This is an optimization exercise on Yosys and OpenROAD, whose aim is a short achievable clock period and few clock cycles, not a production implementation. The RTL was checked by simulation tests, not by an equivalence proof against the original design. Power figures rest on the tool's default switching activity, not on a simulated workload.

==> flow/design.v <==
module adder(input [31:0] a, b,
	output [31:0] y);
	assign y = a + b;
endmodule
module mux2 #(parameter WIDTH = 8)
	(input logic [WIDTH-1:0] d0, d1,
	input logic s,
	output logic [WIDTH-1:0] y);
	assign y = s ? d1 : d0;
endmodule
module mux3 #(parameter WIDTH = 8)
	(input logic [WIDTH-1:0] d0, d1, d2, d3,
	input logic [1:0] s,
	output logic [WIDTH-1:0] y);
	assign y = s[1] ? (s[0] ? d3 : d2) : (s[0] ? d1 : d0);
endmodule
module flopr #(parameter WIDTH = 8)
	(input logic clk, reset,
	input logic [WIDTH-1:0]d,
	output logic [WIDTH-1:0]q);
	always_ff @(posedge clk, posedge reset)
		if (reset) q <= 0;
		else q <= d;
endmodule
module reg_file(input logic clk,
	input logic we3,
	input logic [4:0] a1, a2, a3,
	input logic [31:0] wd3,
	output logic [31:0] rd1, rd2);
	logic [31:0] rf[31:0];
	always_ff @(posedge clk)
	if (we3) rf[a3] <= wd3;
		assign rd1 = (a1 != 0) ? rf[a1] : 0;
		assign rd2 = (a2 != 0) ? rf[a2] : 0;
endmodule
module extend(input logic [31:7] instr,
	input logic [2:0] immsrc,
	output logic [31:0] immext);
	always_comb
	case(immsrc)
		3'b000: immext = {{20{instr[31]}}, instr[31:20]};
		3'b001: immext = {{20{instr[31]}}, instr[31:25],
		instr[11:7]};
		3'b010: immext = {{20{instr[31]}}, instr[7],
		instr[30:25], instr[11:8], 1'b0};
		3'b011: immext = {{12{instr[31]}}, instr[19:12],
		instr[20], instr[30:21], 1'b0};
		3'b100: immext = {instr[31:12], 12'b0};
		default: immext = 32'b0;  
	endcase
endmodule
module alu(input logic [31:0] srcA, input logic [31:0] srcB, input logic [2:0] cntrl,
 output logic [31:0] out, output logic zero);
    logic [31:0]tmp;
    always_comb
        begin
			tmp = srcA - srcB;
			case(cntrl)
				3'b000: out = srcA + srcB;  
				3'b001: out = tmp;  
				3'b011: out = srcA | srcB;  
				3'b010: out = srcA & srcB;  
				3'b101:							 
					begin
							out[31:1] = 31'h0;
							out[0] = (srcA[31] != srcB[31]) ? srcA[31] : tmp[31];
					end
				default: out = 32'h00000000;
			endcase
       if (out == 32'h00000000)
           zero = 1;
       else
           zero = 0;
    end
endmodule
module maindec(input logic [6:0] op,
	output logic [1:0] ResultSrc,
	output logic MemWrite,
	output logic Branch, ALUSrc,
	output logic RegWrite, Jump,
	output logic [2:0] ImmSrc,
	output logic [1:0] ALUOp);
	logic [11:0] controls;
	assign {RegWrite, ImmSrc, ALUSrc, MemWrite,
	ResultSrc, Branch, ALUOp, Jump} = controls;
	always_comb
		case(op)
			7'b0000011: controls = 12'b1_000_1_0_01_0_00_0;  
			7'b0100011: controls = 12'b0_001_1_1_00_0_00_0;  
			7'b0110011: controls = 12'b1_000_0_0_00_0_10_0;  
			7'b1100011: controls = 12'b0_010_0_0_00_1_01_0;  
			7'b0010011: controls = 12'b1_000_1_0_00_0_10_0;  
			7'b1101111: controls = 12'b1_011_0_0_10_0_00_1;  
			7'b0010111: controls = 12'b1_100_0_0_11_0_00_0;  
			default: controls = 12'b0_000_0_0_00_0_00_0;  
		endcase
endmodule
module aludec(input logic opb5,
	input logic [2:0] funct3,
	input logic funct7b5,
	input logic [1:0] ALUOp,
	output logic [2:0] ALUControl);
	logic RtypeSub;
	assign RtypeSub = funct7b5 & opb5;  
	always_comb
		case(ALUOp)
			2'b00: ALUControl = 3'b000;  
			2'b01: ALUControl = 3'b001;  
			default: case(funct3)  
			3'b000: if (RtypeSub)
			ALUControl = 3'b001;  
			else
			ALUControl = 3'b000;  
			3'b010: ALUControl = 3'b101;  
			3'b110: ALUControl = 3'b011;  
			3'b111: ALUControl = 3'b010;  
			default: ALUControl = 3'b000;  
		endcase
	endcase
endmodule
module controller(input logic [6:0] op,
	input logic [2:0] funct3,
	input logic funct7b5,
	input logic Zero,
	output logic [1:0] ResultSrc,
	output logic MemWrite,
	output logic PCSrc, ALUSrc,
	output logic RegWrite, Jump,
	output logic [2:0] ImmSrc,
	output logic [2:0] ALUControl);
	logic [1:0] ALUOp;
	logic Branch;
	maindec md(op, ResultSrc, MemWrite, Branch,
	ALUSrc, RegWrite, Jump, ImmSrc, ALUOp);
	aludec ad(op[5], funct3, funct7b5, ALUOp, ALUControl);
	assign PCSrc = Branch & Zero | Jump;
endmodule
module datapath(input logic clk, reset,
	input logic [1:0] ResultSrc,
	input logic PCSrc, ALUSrc,
	input logic RegWrite,
	input logic [2:0] ImmSrc,
	input logic [2:0] ALUControl,
	output logic Zero,
	output logic [31:0] PC,
	input logic [31:0] Instr,
	output logic [31:0] ALUResult, WriteData,
	input logic [31:0] ReadData);
	logic [31:0] PCNext, PCPlus4, PCTarget;
	logic [31:0] ImmExt;
	logic [31:0] SrcA, SrcB;
	logic [31:0] Result;
	flopr #(32) pcreg(clk, reset, PCNext, PC);
	adder pcadd4(PC, 32'd4, PCPlus4);
	adder pcaddbranch(PC, ImmExt, PCTarget);
	mux2 #(32) pcmux(PCPlus4, PCTarget, PCSrc, PCNext);
	reg_file rf(clk, RegWrite, Instr[19:15], Instr[24:20],
	Instr[11:7], Result, SrcA, WriteData);
	extend ext(Instr[31:7], ImmSrc, ImmExt);
	mux2 #(32) srcbmux(WriteData, ImmExt, ALUSrc, SrcB);
	alu alu1(SrcA, SrcB, ALUControl, ALUResult, Zero);
	mux3 #(32) resultmux( ALUResult, ReadData, PCPlus4, PCTarget,
	ResultSrc, Result);
endmodule
module riscvsingle(input logic clk, reset,
	output logic [31:0] PC,
	input logic [31:0] Instr,
	output logic MemWrite,
	output logic [31:0] ALUResult, WriteData,
	input logic [31:0] ReadData);
	logic [31:0] pcF;
	logic        vE, vM;
	logic [31:0] pcE, aE, bE, rs2E, offE;
	logic [4:0]  rs1E, rs2nE, rdE;
	logic        weE, lwE, swE, beqE, jalE;
	logic        subE, sltE, orE, andE;
	logic        fwdAE, fwdBE, fwdSE, ldAE, ldBE, immSelE;
	logic [31:0] resM, sdM;
	logic [4:0]  rdM;
	logic        weM, lwM, swM;
	logic [31:0] rf [1:31];
	logic [31:0] wdM;
	assign wdM = lwM ? ReadData : resM;
	always_ff @(posedge clk)
		if (vM & weM) rf[rdM] <= wdM;
	logic [6:0]  op;
	logic [2:0]  f3;
	logic [4:0]  rs1F, rs2F, rdF;
	assign op   = Instr[6:0];
	assign f3   = Instr[14:12];
	assign rs1F = Instr[19:15];
	assign rs2F = Instr[24:20];
	assign rdF  = Instr[11:7];
	logic isLw, isSw, isR, isI, isBeq, isJal, isAuipc;
	assign isLw    = (op == 7'b0000011);
	assign isSw    = (op == 7'b0100011);
	assign isR     = (op == 7'b0110011);
	assign isI     = (op == 7'b0010011);
	assign isBeq   = (op == 7'b1100011);
	assign isJal   = (op == 7'b1101111);
	assign isAuipc = (op == 7'b0010111);
	logic usesA, usesB, useImm, weF;
	assign usesA  = ~(isJal | isAuipc);
	assign usesB  = isR | isSw | isBeq;
	assign useImm = ~(isR | isBeq);
	assign weF    = (isLw | isR | isI | isJal | isAuipc) & (rdF != 5'd0);
	logic [31:0] immI, immS, immB, immJ, immU, immF;
	assign immI = {{20{Instr[31]}}, Instr[31:20]};
	assign immS = {{20{Instr[31]}}, Instr[31:25], Instr[11:7]};
	assign immB = {{20{Instr[31]}}, Instr[7], Instr[30:25], Instr[11:8], 1'b0};
	assign immJ = {{12{Instr[31]}}, Instr[19:12], Instr[20], Instr[30:21], 1'b0};
	assign immU = {Instr[31:12], 12'b0};
	always_comb
		if (isSw)        immF = immS;
		else if (isAuipc) immF = immU;
		else if (isJal)  immF = 32'd4;
		else             immF = immI;
	logic [31:0] rd1, rd2;
	always_comb begin
		if (vM & weM & (rdM == rs1F)) rd1 = wdM;
		else if (rs1F == 5'd0)        rd1 = 32'd0;
		else                          rd1 = rf[rs1F];
		if (vM & weM & (rdM == rs2F)) rd2 = wdM;
		else if (rs2F == 5'd0)        rd2 = 32'd0;
		else                          rd2 = rf[rs2F];
	end
	logic [31:0] srcA, srcB, sdE, sum, diff, resE, tgtE;
	logic        lt, eq, stall, redirect;
	assign srcA = fwdAE ? resM : aE;
	assign srcB = fwdBE ? resM : bE;
	assign sdE  = fwdSE ? resM : rs2E;
	assign sum  = srcA + srcB;
	assign diff = srcA - srcB;
	assign lt   = (srcA[31] != srcB[31]) ? srcA[31] : diff[31];
	assign eq   = (srcA == srcB);
	always_comb
		if (sltE)      resE = {31'd0, lt};
		else if (subE) resE = diff;
		else if (orE)  resE = srcA | srcB;
		else if (andE) resE = srcA & srcB;
		else           resE = sum;
	assign tgtE     = pcE + offE;
	assign stall    = vE & (ldAE | ldBE);
	assign redirect = vE & ~stall & (jalE | (beqE & eq));
	always_ff @(posedge clk, posedge reset)
		if (reset) begin
			pcF <= 32'd0;
			vE  <= 1'b0;
			vM  <= 1'b0;
		end else begin
			if (redirect)   pcF <= tgtE;
			else if (!stall) pcF <= pcF + 32'd4;
			if (!stall) vE <= ~redirect;
			vM <= vE & ~stall;
		end
	always_ff @(posedge clk)
		if (!stall) begin
			pcE   <= pcF;
			aE    <= usesA ? rd1 : pcF;
			bE    <= useImm ? immF : rd2;
			rs2E  <= rd2;
			immSelE <= useImm;
			offE  <= isBeq ? immB : immJ;
			rs1E  <= rs1F;
			rs2nE <= rs2F;
			rdE   <= rdF;
			weE   <= weF;
			lwE   <= isLw;
			swE   <= isSw;
			beqE  <= isBeq;
			jalE  <= isJal;
			subE  <= isR & Instr[30] & (f3 == 3'b000);
			sltE  <= (isR | isI) & (f3 == 3'b010);
			orE   <= (isR | isI) & (f3 == 3'b110);
			andE  <= (isR | isI) & (f3 == 3'b111);
			fwdAE <= usesA & vE & weE & ~lwE & (rdE == rs1F);
			fwdBE <= ~useImm & vE & weE & ~lwE & (rdE == rs2F);
			fwdSE <= vE & weE & ~lwE & (rdE == rs2F);
			ldAE  <= usesA & vE & weE & lwE & (rdE == rs1F);
			ldBE  <= usesB & vE & weE & lwE & (rdE == rs2F);
		end else begin
			if (ldAE) aE <= ReadData;
			if (ldBE & ~immSelE) bE <= ReadData;
			if (ldBE) rs2E <= ReadData;
			ldAE <= 1'b0;
			ldBE <= 1'b0;
			fwdAE <= 1'b0;
			fwdBE <= 1'b0;
			fwdSE <= 1'b0;
		end
	always_ff @(posedge clk) begin
		resM <= resE;
		sdM  <= sdE;
		rdM  <= rdE;
		weM  <= weE;
		lwM  <= lwE;
		swM  <= swE;
	end
	assign PC        = pcF;
	assign MemWrite  = vM & swM;
	assign ALUResult = resM;
	assign WriteData = sdM;
endmodule
==> flow/run.sh <==
#!/bin/bash
# synth_recipe.tcl (not shown) runs the flow's synth.tcl, then flattens the netlist and writes it again
# the make line also repeats each setting of config.mk as NAME=value (left out here)
make -C /OpenROAD-flow-scripts/flow DESIGN_CONFIG=/design/flow/config.mk WORK_HOME=/design/flow/orfs CLKGATE_MAP_FILE= SYNTH_SCRIPT=/design/flow/synth_recipe.tcl finish
==> flow/config.mk <==
export PLATFORM = sky130hd
export DESIGN_NAME = riscvsingle
export DESIGN_NICKNAME = riscvsingle
export VERILOG_FILES = /design/flow/design.v
export SDC_FILE = /design/flow/constraint.sdc
export NUM_CORES = 4
export LEC_CHECK = 0
export ABC_CLOCK_PERIOD_IN_PS = 1500
export CAP_MARGIN = 20
export CORE_MARGIN = 2
export CORE_UTILIZATION = 40
export SETUP_SLACK_MARGIN = 5.0
export SLEW_MARGIN = 20
==> flow/constraint.sdc <==
create_clock -name core_clock -period 10.0 [get_ports {clk}]
set_input_delay 2.0000 -clock core_clock [delete_from_list [all_inputs] [get_ports {clk}]]
set_output_delay 2.0000 -clock core_clock [all_outputs]
set_load 0.01 [all_outputs]
==> results of run 1 <==
## cells by family (layout without fill, tap and decap cells)
kind of cell | Yosys count | count (layout) | synth area share [%]
DFF | 1266 | 1266 | 56.7
AOI/OAI and AO/OA | 1061 | 1061 | 10.7
muxes | 837 | 837 | 20.3
and+or+nand+nor | 774 | 774 | 5.42
buffers and inverters | 498 | 659 | 3.29
adders and majority gates | 130 | 130 | 2.53
xor gates and xnor gates | 74 | 74 | 0.991
other | 0 | 3 | 0
## metrics by stage
step | util [%] | hold slack [ns] | std cells | setup slack [ns]
3_5_place_dp | 42.6 | 0.334 | 6725 | 4.04
6_report | 45.5 | 0.351 | 6979 | 5.00
3_3_place_gp | 42.6 | 0.327 | 6725 | 4.03
5_1_grt | 45.5 | 0.353 | 6976 | 5.00
2_1_floorplan | - | 0.323 | 4640 | 5.64
4_1_cts | 45.4 | 0.348 | 6975 | 5.01
## routing by layer
| layer | share of wire [%] | vias up |
|---|---|---|
| met5 | 0 | - |
| met4 | 4.4 | 0 |
| met3 | 9.1 | 411 |
| met2 | 46 | 2209 |
| met1 | 40 | 22659 |
| li1 | - | 18610 |
## sequential cells by signal, summed over array words and instances, names as in the netlist, 5 cells and up
name,cells
bE,32
rdM,5
sdM,32
rdE,5
aE,32
pcF,32
rs2E,32
offE,20
rf,992
pcE,32
resM,32
## timing repair
item,in CTS,in global routing
gates cloned,0,1
gates resized for setup,5,17
endpoints found under the hold margin,0,0
endpoints found under the setup margin,16,36
## worst paths after layout
path / slack, ns / cells past startpoint / from / endpoint
min in group asynchronous: 1.65 / 3 / reset / pcF[11]
worst max register to register: 5.25 / 16 / fwdAE / resM[31]
worst min register to register: 0.35 / 0 / swE / swM
max in group asynchronous: 7.96 / 3 / reset / pcF[2]
worst max-delay path: 5.00 / 12 / Instr[18] / aE[6]
worst min-delay path: 0.35 / 0 / swE / swM
## cells in the final DEF, fill, tap and decap left out, drive strengths merged, types with 50 or more instances in the layout
cell           count
edfxtp          1155
mux2i            400
mux4             389
nor2             339
a21oi            307
o21ai            186
nand2            177
clkbuf           166
inv              159
clkdlybuf4s50    152
ha               126
buf              100
a211oi            95
dfxtp             77
o22ai             71
a22oi             67
a221oi            65
clkinv            60
xnor2             52
nor2b             50
## final cells by class
class,count,share of cell area [%]
Multi-Input combinational cell,2876,35.9
Tap cell,2175,3.68
Inverter,156,0.799
Clock buffer,165,4.86
Timing Repair Buffer,253,3.32
Sequential cell,1266,50.1
Antenna cell,3,0.0102
Clock inverter,85,1.33
## worst max-delay path, delay by kind of cell
family	cells	cell delay, ns
and+or+nand+nor	1	0.49
buffers and inverters	4	1.42
muxes	1	0.20
AOI/OAI and AO/OA	6	1.27
## synth_stat cells (77+ instances only)
master / number
ha_1: 126
a21oi_1: 305
clkbuf_1: 191
mux2i_1: 400
nor2_1: 339
dfxtp_1: 77
edfxtp_1: 1155
a211oi_1: 94
mux4_2: 389
o21ai_0: 179
inv_1: 153
nand2_1: 177
## power by group through the flow
| stage | sequential, mW | combinational, mW | clock, mW |
|---|---|---|---|
| 2_1_floorplan | 6.73 | 1.64 | 0 |
| 3_3_place_gp | 6.89 | 2.63 | 0 |
| 3_5_place_dp | 6.89 | 2.65 | 0 |
| 4_1_cts | 6.78 | 2.66 | 5.28 |
| 5_1_grt | 6.80 | 2.92 | 5.48 |
| 6_report | 6.79 | 2.71 | 5.21 |
==> impl_metrics.yaml, run 1 <==
run_status:
  status: "timing/DRC/antenna clean"
sta:
  relSlewSlack_pct: 25.2
  max_freq_mhz: 200
  worst_pin_slew_ns: 1.12
  finClkSkew_ns: 0.0264
  post-route-min-period_ns: 5.00
  setup_viol: 0
  finalHoldViolations: 0
  post-route-period-util_pct: 50.0
  rsz0062_at_grt: "false"
  report.final.slew_viol_count: 0
  timing.setup.tns_ns: 0
global_routing:
  grt_max_degree: 132
  grt_pass1_vias: 42573
  antenna_found_initial: 1
  use_met1_pct: 34.3
  overflow: 0
  grt_pass1_wl_um: 311000
  busiest_layer: "met2"
  grt_use_met3_pct: 6.11
  grt_use_total_pct: 25.6
  gr-usage-met2_pct: 40.3
power_and_ir_drop:
  switchingPower_mw: 4.28
  power.total_mw: 14.7
  p_leak_nw: 25.3
  p_per_area_nw_per_um2: 199
  comb_power_share_pct: 18.5
  switching_share_pct: 29.1
  peakVddDrop_mv: 0.180
  internal_power_mw: 10.4
  seq_power_share_pct: 46.1
  power.share.clock_pct: 35.4
die:
  ios: 163
  start_util_pct: 40.2
  core_um2: 163000
  dieWidth_um: 408
  rows: 148
  dieArea_um2: 167000
  die_y_um: 408
setup_path:
  cp_common_cell: "buf_4"
  critPathSlowestCell: "buf_4"
  cp_max_fo: 24
  cpPeakStageDelay_ns: 0.56
  critPathCaptureType: "flip-flop"
  worstSetupPathType: "input port to flip-flop"
  crit_path_cell_trace: "buf_2, buf_4, buf_4, nand2b_4, buf_4, a211oi_1, a22oi_1, o21ai_0, a21oi_1, o22ai_1, mux2i_1, o21ai_0"
  critPathLaunchType: "input port"
  cp.arrival_ns: 5.46
  cp.required_ns: 10.46
synthesis:
  yosysSeqAreaShare_pct: 56.7
  yosys-top-cells-area: "edfxtp_1 (53%), mux4_2 (13%), mux2i_1 (6.1%)"
  yosys_warnings: 1
  synth_top_area_share_pct: 53.0
  synth_ff_type: "edfxtp_1"
  synthArstFlopShare_pct: 2.69
  synth_cells: 4640
  synth_seq_cells: 1266
  netlist.top_cell.by_area: "edfxtp_1"
  synth-edff-count: 1155
  syn_nets: 4836
  synth.cell_area_um2: 65400
  postSynthAreaPerCell_um2: 14.1
  synth_cell_types: 98
routing:
  wl_um: 219000
  vias: 43889
  wire_per_inst_um: 31.3
  first_iter_violations: 5660
  drc: 0
  vias_per_cell: 6.29
  firstDrtPassIters: 6
  drtAntennaViolNets: 0
cts:
  cts.sinks: 1266
  numCtsBuffers: 136
  cts.path.max_buffers: 3
  post_cts_buffers: 0
  cts_hold_buf: 0
  cts_tree: "yes"
  cts_htree_levels: 4
  clk_latency_ns: 0.80
  clk_pin_slew_ns: 0.06
  clockRootBuffer: "clkbuf_16"
final_layout:
  layout.nets: 4885
  multiInputGateArea_um2: 26500
  areaGrowthSynthToFinish_pct: 13.1
  fill_cells: 14366
  seqCellArea_um2: 37100
  layout-drive-gt1-share_pct: 17.5
  final_cell_area_um2: 74000
placement:
  numPortBuffers: 162
  gp_congestion: 0.937
  dp_hpwl_um: 136000
  place_area_um2: 69300
min_path:
  hp-class: "flip-flop to flip-flop"
run:
  drv_cap: 0
Testbench counts, summed over its fixed seeds: cycles 204,666.
==> inputs of run 2 (changes only) <==
--- a/flow/design.v
+++ b/flow/design.v
@@ -183,6 +183,17 @@
 	assign wdM = lwM ? ReadData : resM;
 	always_ff @(posedge clk)
 		if (vM & weM) rf[rdM] <= wdM;
+	localparam int IB = 3;           
+	localparam int TB = 10 - IB;     
+	localparam int NB = 1 << IB;
+	logic          bval [0:NB-1];
+	logic [1:0]    bcnt [0:NB-1];
+	logic [TB-1:0] btag [0:NB-1];
+	logic [IB-1:0] bidxF;
+	logic          bhitF, btakF;
+	assign bidxF = pcF[IB+1:2];
+	assign bhitF = bval[bidxF] & (btag[bidxF] == pcF[11:IB+2]);
+	assign btakF = bcnt[bidxF][1];
 	logic [6:0]  op;
 	logic [2:0]  f3;
 	logic [4:0]  rs1F, rs2F, rdF;
@@ -215,6 +226,13 @@
 		else if (isAuipc) immF = immU;
 		else if (isJal)  immF = 32'd4;
 		else             immF = immI;
+	logic        predF;
+	logic [31:0] tgtJF, tgtBF, pc4F, npcF;
+	assign predF = isJal | (isBeq & (bhitF ? btakF : Instr[31]));
+	assign tgtJF = pcF + immJ;
+	assign tgtBF = pcF + immB;
+	assign pc4F  = pcF + 32'd4;
+	assign npcF  = predF ? (isJal ? tgtJF : tgtBF) : pc4F;
 	logic [31:0] rd1, rd2;
 	always_comb begin
 		if (vM & weM & (rdM == rs1F)) rd1 = wdM;
@@ -239,17 +257,42 @@
 		else if (orE)  resE = srcA | srcB;
 		else if (andE) resE = srcA & srcB;
 		else           resE = sum;
+	logic [31:0] pc4E, nextE;
+	logic        takenE;
 	assign tgtE     = pcE + offE;
+	assign pc4E     = pcE + 32'd4;
+	assign takenE   = jalE | (beqE & eq);
+	assign nextE    = takenE ? tgtE : pc4E;
 	assign stall    = vE & (ldAE | ldBE);
-	assign redirect = vE & ~stall & (jalE | (beqE & eq));
+	assign redirect = vE & ~stall & (takenE ? (tgtE != pcF) : (pc4E != pcF));
+	logic [IB-1:0] bidxE;
+	logic          bmatchE, bupd;
+	assign bidxE   = pcE[IB+1:2];
+	assign bmatchE = bval[bidxE] & (btag[bidxE] == pcE[11:IB+2]);
+	assign bupd    = vE & ~stall & beqE;
+	always_ff @(posedge clk)
+		if (bupd) begin
+			btag[bidxE] <= pcE[11:IB+2];
+			if (!bmatchE)
+				bcnt[bidxE] <= takenE ? 2'b10 : 2'b01;
+			else if (takenE)
+				bcnt[bidxE] <= (bcnt[bidxE] == 2'b11) ? 2'b11 : bcnt[bidxE] + 2'b01;
+			else
+				bcnt[bidxE] <= (bcnt[bidxE] == 2'b00) ? 2'b00 : bcnt[bidxE] - 2'b01;
+		end
+	always_ff @(posedge clk, posedge reset)
+		if (reset) begin
+			for (int i = 0; i < NB; i++) bval[i] <= 1'b0;
+		end else if (bupd)
+			bval[bidxE] <= 1'b1;
 	always_ff @(posedge clk, posedge reset)
 		if (reset) begin
 			pcF <= 32'd0;
 			vE  <= 1'b0;
 			vM  <= 1'b0;
 		end else begin
-			if (redirect)   pcF <= tgtE;
-			else if (!stall) pcF <= pcF + 32'd4;
+			if (redirect)    pcF <= nextE;
+			else if (!stall) pcF <= npcF;
 			if (!stall) vE <= ~redirect;
 			vM <= vE & ~stall;
 		end
==> flow/flow/run.sh (new file) <==
#!/bin/bash
set -euo pipefail
bash standard.sh finish SETUP_SLACK_MARGIN=7.0 > orfs_make.log 2>&1
==> flow/standard.sh (new file) <==
#!/bin/bash
# synth_recipe.tcl (not shown) runs the flow's synth.tcl, then flattens the netlist and writes it again
# the make line also repeats each setting of config.mk as NAME=value (left out here)
make -C /OpenROAD-flow-scripts/flow DESIGN_CONFIG=/design/flow/config.mk WORK_HOME=/design/flow/orfs CLKGATE_MAP_FILE= SYNTH_SCRIPT=/design/flow/synth_recipe.tcl "${@:-finish}"
--- a/flow/config.mk
+++ b/flow/config.mk
@@ -8,6 +8,6 @@
 export ABC_CLOCK_PERIOD_IN_PS = 1500
 export CAP_MARGIN = 20
 export CORE_MARGIN = 2
-export CORE_UTILIZATION = 40
+export CORE_UTILIZATION = 50
 export SETUP_SLACK_MARGIN = 5.0
 export SLEW_MARGIN = 20
removed: flow/run.sh
==> run 2 against run 1 <==
Clock skew increased by 0.022 ns. Cell area increased by 29%. Utilization increased by 21 points. Clock power increased by 9.8%. Sequential power up 8.1%. Routed wire length up 29%. Non-clock buffer count increased by 651. Largest cell class unchanged.
==> impl_metrics.yaml, run 2 <==
run_status:
  status: "timing/DRC/antenna clean"
synthesis:
  yosysSeqAreaShare_pct: 54.4
  synth_ff_type: "edfxtp_1"
  synthAdderAreaFrac_pct: 3.01
  synth_common_cells: "edfxtp_1 (1227), mux4_2 (561), nor2_1 (355)"
  yosys-top-cells-area: "edfxtp_1 (51%), mux4_2 (17%), mux2i_1 (4.0%)"
  synth_cells: 5145
  netlist.top_cell.by_area: "edfxtp_1"
  synth-edff-count: 1227
  syn_nets: 5383
  yosys_warnings: 2
  synth_top_area_share_pct: 50.7
  synth_top_family_by_area: "multiplexers"
  synth_cell_types: 90
  synth_most_common_cell: "edfxtp_1"
  postSynthAreaPerCell_um2: 14.1
  synth_compound_area_share_pct: 8.54
  synthMuxAreaShare_pct: 22.3
  synth_seq_cells: 1349
  synth.cell_area_um2: 72700
  synthArstFlopShare_pct: 3.11
  yosys.area_share.simple_pct: 6.40
  synth_xor_area_share_pct: 2.48
power_and_ir_drop:
  seq_power_share_pct: 36.7
  p_leak_nw: 33.5
  switchingPower_mw: 6.79
  comb_power_share_pct: 34.7
  peakVddDrop_mv: 0.159
  power.share.clock_pct: 28.6
  switching_share_pct: 34.0
  internal_power_mw: 13.2
  p_per_area_nw_per_um2: 210
setup_path:
  cp_common_cell: "buf_12"
  critPathLaunchType: "flip-flop"
  crit_path_cell_trace: "buf_12, buf_12, mux2i_4, ha_4, or4_4, and4bb_2, a31oi_4, buf_12, buf_6, mux2i_4, o2111ai_4, a211o_1, nor4_2, nand4b_1, a2111o_1, nor4_4, buf_4, a41o_4, and3_1, a211o_1"
  worstSetupPathType: "flip-flop to flip-flop"
  cpPeakStageDelay_ns: 0.53
  cp.required_ns: 10.71
  cp_max_fo: 8
  critPathCaptureType: "flip-flop"
  critPathSlowestCell: "or4_4"
  cp.arrival_ns: 5.90
cts:
  cts_hold_buf: 0
  numCtsBuffers: 149
  cts_htree_levels: 4
  clockRootBuffer: "clkbuf_16"
  cts.path.max_buffers: 3
  clk_latency_ns: 0.80
  clk_pin_slew_ns: 0.06
  cts_tree: "yes"
  cts.sinks: 1349
sta:
  post-route-min-period_ns: 5.19
  worst_pin_slew_ns: 0.998
  report.final.slew_viol_count: 0
  relSlewSlack_pct: 33.5
  rsz0062_at_grt: "true"
  max_freq_mhz: 193
  finClkSkew_ns: 0.0481
  setup_viol: 0
  timing.setup.tns_ns: 0
  finalHoldViolations: 0
  post-route-period-util_pct: 51.9
global_routing:
  grt_pass1_wl_um: 389000
  grt_use_total_pct: 37.4
  overflow: 0
  grt_max_degree: 98
  grt_pass1_vias: 51691
  antenna_found_initial: 4
die:
  start_util_pct: 50.5
  dieArea_um2: 148000
  rows: 139
  dieWidth_um: 385
  die_y_um: 385
  ios: 163
  core_um2: 144000
routing:
  vias: 53989
  wire_per_inst_um: 35.9
  first_iter_violations: 7411
  vias_per_cell: 6.86
  drtAntennaViolNets: 0
  wl_um: 283000
  drc: 0
  firstDrtPassIters: 6
final_layout:
  reg_top3: "rf (992), btag (56)"
  final_cell_area_um2: 95100
  layout-drive-gt1-share_pct: 40.1
  areaGrowthSynthToFinish_pct: 30.9
  layout_common_cells: "edfxtp_1 (1227), mux4_2 (561), buf_4 (415)"
  layout.nets: 6083
  final_common_cell: "edfxtp_1"
  largest_reg_flops: 992
  top_register: "rf"
  fill_cells: 10023
placement:
  gp_congestion: 0.937
  place_area_um2: 77300
  dp_hpwl_um: 155000
  numPortBuffers: 162
min_path:
  hp-class: "flip-flop to flip-flop"
run:
  drv_cap: 0
## run 2: changes by cell type after synthesis, sizes merged, moves of 55 or more
| cell | delta |
|---|---|
| a221oi | -55 |
| a22oi | -58 |
| clkbuf | +65 |
| edfxtp | +72 |
| mux2i | -110 |
| mux4 | +172 |
| nand2 | +92 |
| xnor2 | +80 |
## run 2: power groups by stage
stage	Sequential [mW]	Clock [mW]	Combinational, mW
global route	7.35	5.97	7.26
global placement	7.65	0	4.79
CTS	7.33	5.76	6.33
finish	7.34	5.72	6.94
floorplan	7.28	0	3.30
detailed placement	7.64	0	4.80
## run 2: final cells by class
| class | count | area, um^2 | share of cell area [%] |
|---|---|---|---|
| clock buffers | 189 | 3970 | 4.18 |
| repair buffers | 904 | 11500 | 12.1 |
| diodes | 2 | 5.00 | 0.00526 |
| inverters | 176 | 744 | 0.783 |
| clock inverters | 77 | 1090 | 1.14 |
| well taps | 1903 | 2380 | 2.50 |
| multi-input cells | 3250 | 35600 | 37.5 |
| repair inverters | 15 | 113 | 0.118 |
| flip-flops and latches | 1349 | 39700 | 41.7 |
## run 2: final timing paths
| check | start | to | slack (ns) | depth (start not counted) |
|---|---|---|---|---|
| hold / removal | swE | swM | 0.34 | 0 |
| hold reg to reg | swE | swM | 0.34 | 0 |
| setup reg to reg | fwdBE | pcF[1] | 4.81 | 20 |
| min in group asynchronous | reset | bval[4] | 1.69 | 3 |
| setup / recovery | fwdBE | pcF[1] | 4.81 | 20 |
| max in group asynchronous | reset | pcF[27] | 7.78 | 3 |
## run 2: metrics by stage
stage | setup slack, ns | std cells | power (mW) | utilization (%) | hold WS, ns
floorplan | 4.19 | 5145 | 10.6 | - | 0.323
global placement | 2.79 | 6947 | 12.4 | 53.7 | 0.330
detailed placement | 2.71 | 6947 | 12.4 | 53.7 | 0.333
CTS | 4.74 | 7679 | 19.4 | 63.8 | 0.345
global route | 4.65 | 7864 | 20.6 | 66.0 | 0.347
finish | 4.81 | 7865 | 20.0 | 66.0 | 0.345
## run 2: cell families (layout without fill, tap and decap cells)
logic type,count (synthesis),count (layout)
compound gates,964,968
xor+xnor,203,203
fa+ha+maj,172,172
buf+inv,551,1361
flops,1349,1349
mux,913,913
other cells,0,2
simple gates,993,994
## run 2: repair_timing
action / CTS / global route
buffers inserted: 365 / 171
gates resized for setup: 1366 / 315
pin swaps: 171 / 163
setup endpoints to repair: 1116 / 615
gates cloned: 101 / 12
## run 2: critical path: cells and delay by family, from the launching register on
| family | cells | cell delay [ns] |
|---|---|---|
| AND/OR/NAND/NOR | 6 | 1.77 |
| AO/OA/AOI/OAI | 6 | 1.37 |
| buffers and inverters | 5 | 0.82 |
| multiplexers | 2 | 0.50 |
| flip-flops | 1 | 0.38 |
| adder cells (fa/ha/maj) | 1 | 0.24 |
## run 2: routing by layer
layer,part of all wire (%),vias to the layer above,wire [um],GRT usage [%]
li1,-,21967,-,-
met1,36,27734,102000,48.6
met2,46,3500,131000,58.3
met3,11,784,30500,8.63
met4,6.7,4,18900,20.6
met5,0.012,-,34,0
Testbench counts of run 2, summed over its fixed seeds: cycles 185,694.

afterwards: timing with drivers on the ports:
The results above use ideal ports. As a check the final layouts listed here were re-extracted and re-timed, cells and wires unchanged. Step 1, drivers: a clkbuf_16 drives clk and a buf_2 each remaining input, both assumed. Step 2 moves the port delays by t, midway between the first and last clock arrival at a register: inputs arrive t later, outputs are due t later. That takes back most of the time a late clock gives input paths. a / b / c = no drivers / after step 1 / after step 2; a / b = the first two.
run	t, ns	setup slack, ns	worst slew at a driven data input, ns	cell pins on the clock port's net
run 1	0.873	4.998 / 5.058 / 4.185	0.09	1
run 2	0.871	4.808 / 4.808 / 3.988	0.57	1
After both steps setup and hold are still met in every run listed. The setup slack of run 2, which loses most, moves by 0.000 ns with the drivers and by -0.820 ns with both steps.
